This design comes from an exercise in tuning for small area on the open sky130 flow, not from production work.
RTL that was checked went through simulation tests only; none was proved equivalent to the original.
No driver is modelled on the clock port, so clocking that relies on it looks cheaper here than on a real chip.

Setup of 10-13:
==> flow/design.v <==
`default_nettype none
module fp16_sum(input wire clk,input wire [15:0] num1,num2,output reg [15:0] out);
	localparam K = 5;
	function automatic [12:0] radd12(input [11:0] a, input [11:0] b, input ci);
		integer k;
		reg c;
		begin
			c = ci;
			for (k = 0; k < 12; k = k + 1) begin
				radd12[k] = a[k] ^ b[k] ^ c;
				c = (a[k] & b[k]) | (c & (a[k] ^ b[k]));
			end
			radd12[12] = c;
		end
	endfunction
	function automatic gt10(input [9:0] a, input [9:0] b);
		integer k;
		reg g;
		begin
			g = 1'b0;
			for (k = 0; k < 10; k = k + 1)
				g = (a[k] & ~b[k]) | (~(a[k] ^ b[k]) & g);
			gt10 = g;
		end
	endfunction
	wire [4:0]  e1   = num1[14:10];
	wire [4:0]  e2   = num2[14:10];
	wire [12:0] a12  = radd12({7'd0, e1}, {7'h7f, ~e2}, 1'b1);    
	wire [12:0] a21  = radd12({7'd0, e2}, {7'h7f, ~e1}, 1'b1);    
	wire        egt  = ~a12[12];                    
	wire        eeq  = e1 == e2;
	wire [4:0]  d    = egt ? a21[4:0] : a12[4:0];
	wire        swap = egt | (eeq & gt10(num2[9:0], num1[9:0]));    
	wire [9:0]  bm   = swap ? num2[9:0] : num1[9:0];
	wire [9:0]  sm   = swap ? num1[9:0] : num2[9:0];
	wire [10:0] sn   = {1'b1, sm} >> d;
	wire        sub  = num1[15] ^ num2[15];
	wire [12:0] lsum = radd12({{(12-K){1'b0}}, bm[K-1:0]}, {{(12-K){1'b0}}, sn[K-1:0] ^ {K{sub}}}, sub);
	reg        r1_sign, r1_sub;
	reg [4:0]  r1_exp;
	reg [9:K]  r1_bm;
	reg [10:K] r1_sn;
	reg [K:0]  r1_lo;        
	always @(posedge clk) begin
		r1_sign <= swap ? num2[15] : num1[15];
		r1_sub  <= sub;
		r1_exp  <= egt ? e2 : e1;
		r1_bm   <= bm[9:K];
		r1_sn   <= sn[10:K];
		r1_lo   <= lsum[K:0];
	end
	wire [12:0] ps  = radd12({{(K+1){1'b0}}, 1'b1, r1_bm}, {{(K+1){1'b0}}, r1_sn ^ {(11-K){r1_sub}}}, r1_lo[K]);
	wire [11:0] pre = {ps[11-K] ^ r1_sub, ps[10-K:0], r1_lo[K-1:0]};
	reg  [3:0]  p;
	integer i;
	always @* begin
		p = 4'd0;
		for (i = 0; i < 12; i = i + 1)
			if (pre[i]) p = i;
	end
	wire [11:0] x  = {pre[11:2], pre[1:0] & {2{~r1_sub}}};
	wire [11:0] xs = x << (4'd11 - p);
	wire        nz = |pre;
	wire [12:0] ee = radd12({7'd0, r1_exp}, {8'd0, p} + 12'hff6, 1'b0);
	wire [4:0]  re = nz ? ee[4:0] : 5'd0;
	wire [9:0]  rm = xs[10:1];
	reg [15:0] s2, s3, s4;
	always @(posedge clk) begin
		s2  <= {r1_sign, re, rm};
		s3  <= s2;
		s4  <= s3;
		out <= s4;
	end
endmodule
Settings: LEC_CHECK=0, ABC_AREA=1, CAP_MARGIN=20, CORE_MARGIN=2, CORE_UTILIZATION=55, GPL_TIMING_DRIVEN=0, SLEW_MARGIN=20; clock period 4.5 ns.
standard.sh (not shown) runs the stock make flow with config.mk's settings and CLKGATE_MAP_FILE= SYNTH_SCRIPT=/design/flow/synth_recipe.tcl, a recipe that flattens the netlist after the stock synthesis.
==> flow/flow/run.sh <==
#!/bin/bash
# The standard layout with these changes:
#  - synthesis maps with flow/abc.script and without the adder cell step;
#  - the port buffers are plain buf_1 cells;
#  - clock tree synthesis inserts no dummy loads;
#  - after clock tree synthesis, logic cells are downsized where timing allows
#    (flow/post_cts.tcl), and the global-route step recovers power (RECOVER_POWER).
set -euo pipefail
here=$(pwd)
inner=$(grep -o 'SYNTH_SCRIPT=[^ ]*' standard.sh | head -1 | cut -d= -f2-)
export OWN_INNER_SYNTH=$inner
export OWN_ABC_SCRIPT=$here/flow/abc.script
export BUFFER_PORTS_ARGS="-buffer_cell sky130_fd_sc_hd__buf_1"
export CTS_ARGS="-sink_clustering_enable -repair_clock_nets -dont_use_dummy_load"
export RECOVER_POWER=100
export POST_CTS_TCL=$here/flow/post_cts.tcl
sed "s#SYNTH_SCRIPT=[^ ]*#SYNTH_SCRIPT=$here/flow/synth.tcl ADDER_MAP_FILE=#" standard.sh > own.sh
bash own.sh > flow.log 2>&1
Other scripts of this flow, unchanged in this note and not shown: flow/flow/abc.script, flow/flow/downsize.tcl, flow/flow/post_cts.tcl, flow/flow/synth.tcl
Changes in 04-27 relative to 10-13:
diff --git a/flow/design.v b/flow/design.v
--- a/flow/design.v
+++ b/flow/design.v
@@ -1,6 +1,6 @@
 `default_nettype none
 module fp16_sum(input wire clk,input wire [15:0] num1,num2,output reg [15:0] out);
-	localparam K = 5;
+	localparam K = 7;
 	function automatic [12:0] radd12(input [11:0] a, input [11:0] b, input ci);
 		integer k;
 		reg c;
## What came out
04-27 went all the way through the flow, and no timing, DRC or antenna check failed.
Cmp 04-27 and 10-13 / via count of the first global-routing pass / higher: 10-13
04-27 ends up with lower fraction of final layout cells with drive strength greater than 1 than 10-13 does.
Row global-route usage: 04-27 lower / 10-13 higher
Compared with 10-13, 04-27 shows a final period demand of the worst path that is 68 ps higher.
The capture point of the critical path comes out r1_lo[5] in one run and r1_lo[6] in the other, namely in 10-13 and 04-27 respectively.
Summary of 04-27 over 10-13: post-synthesis sequential area ratio saw a decrease; area share of xor/xnor cells in the synthesized design saw little to no change; met1 global-route usage saw a decrease.
Looking at met3 usage in global routing, 04-27 sits 0.21 points higher than 10-13 does.
No functional check of the RTL was part of 10-13.

==> what the ideal ports hide <==
In the flow no input, the clock included, has a driving cell. The finished layouts below were timed again as built, in two steps.
Step 1: set_driving_cell puts a clkbuf_16 on clk and a buf_2 on each other input, an assumption about the parent block.
Step 2 also shifts input and output timing later by t, the mid clock arrival at the registers, as if the neighbouring blocks saw the same clock.
Slacks: ideal ports / drivers / drivers and shift; pairs: ideal ports / drivers.
run | t (ns) | setup slack, ns | worst register clock-pin slew, ns | worst data-port slew with drivers (ns)
10-13 | 0.362 | 0.471 / 0.479 / 0.116 | 0.08 / 0.08 | 0.03
04-27 | 0.357 | 0.403 / 0.411 / 0.055 | 0.08 / 0.08 | 0.03
After both steps setup and hold are still met in every run listed. The setup slack of 10-13, which loses most, moves by +0.008 ns with the drivers and by -0.355 ns with both steps.
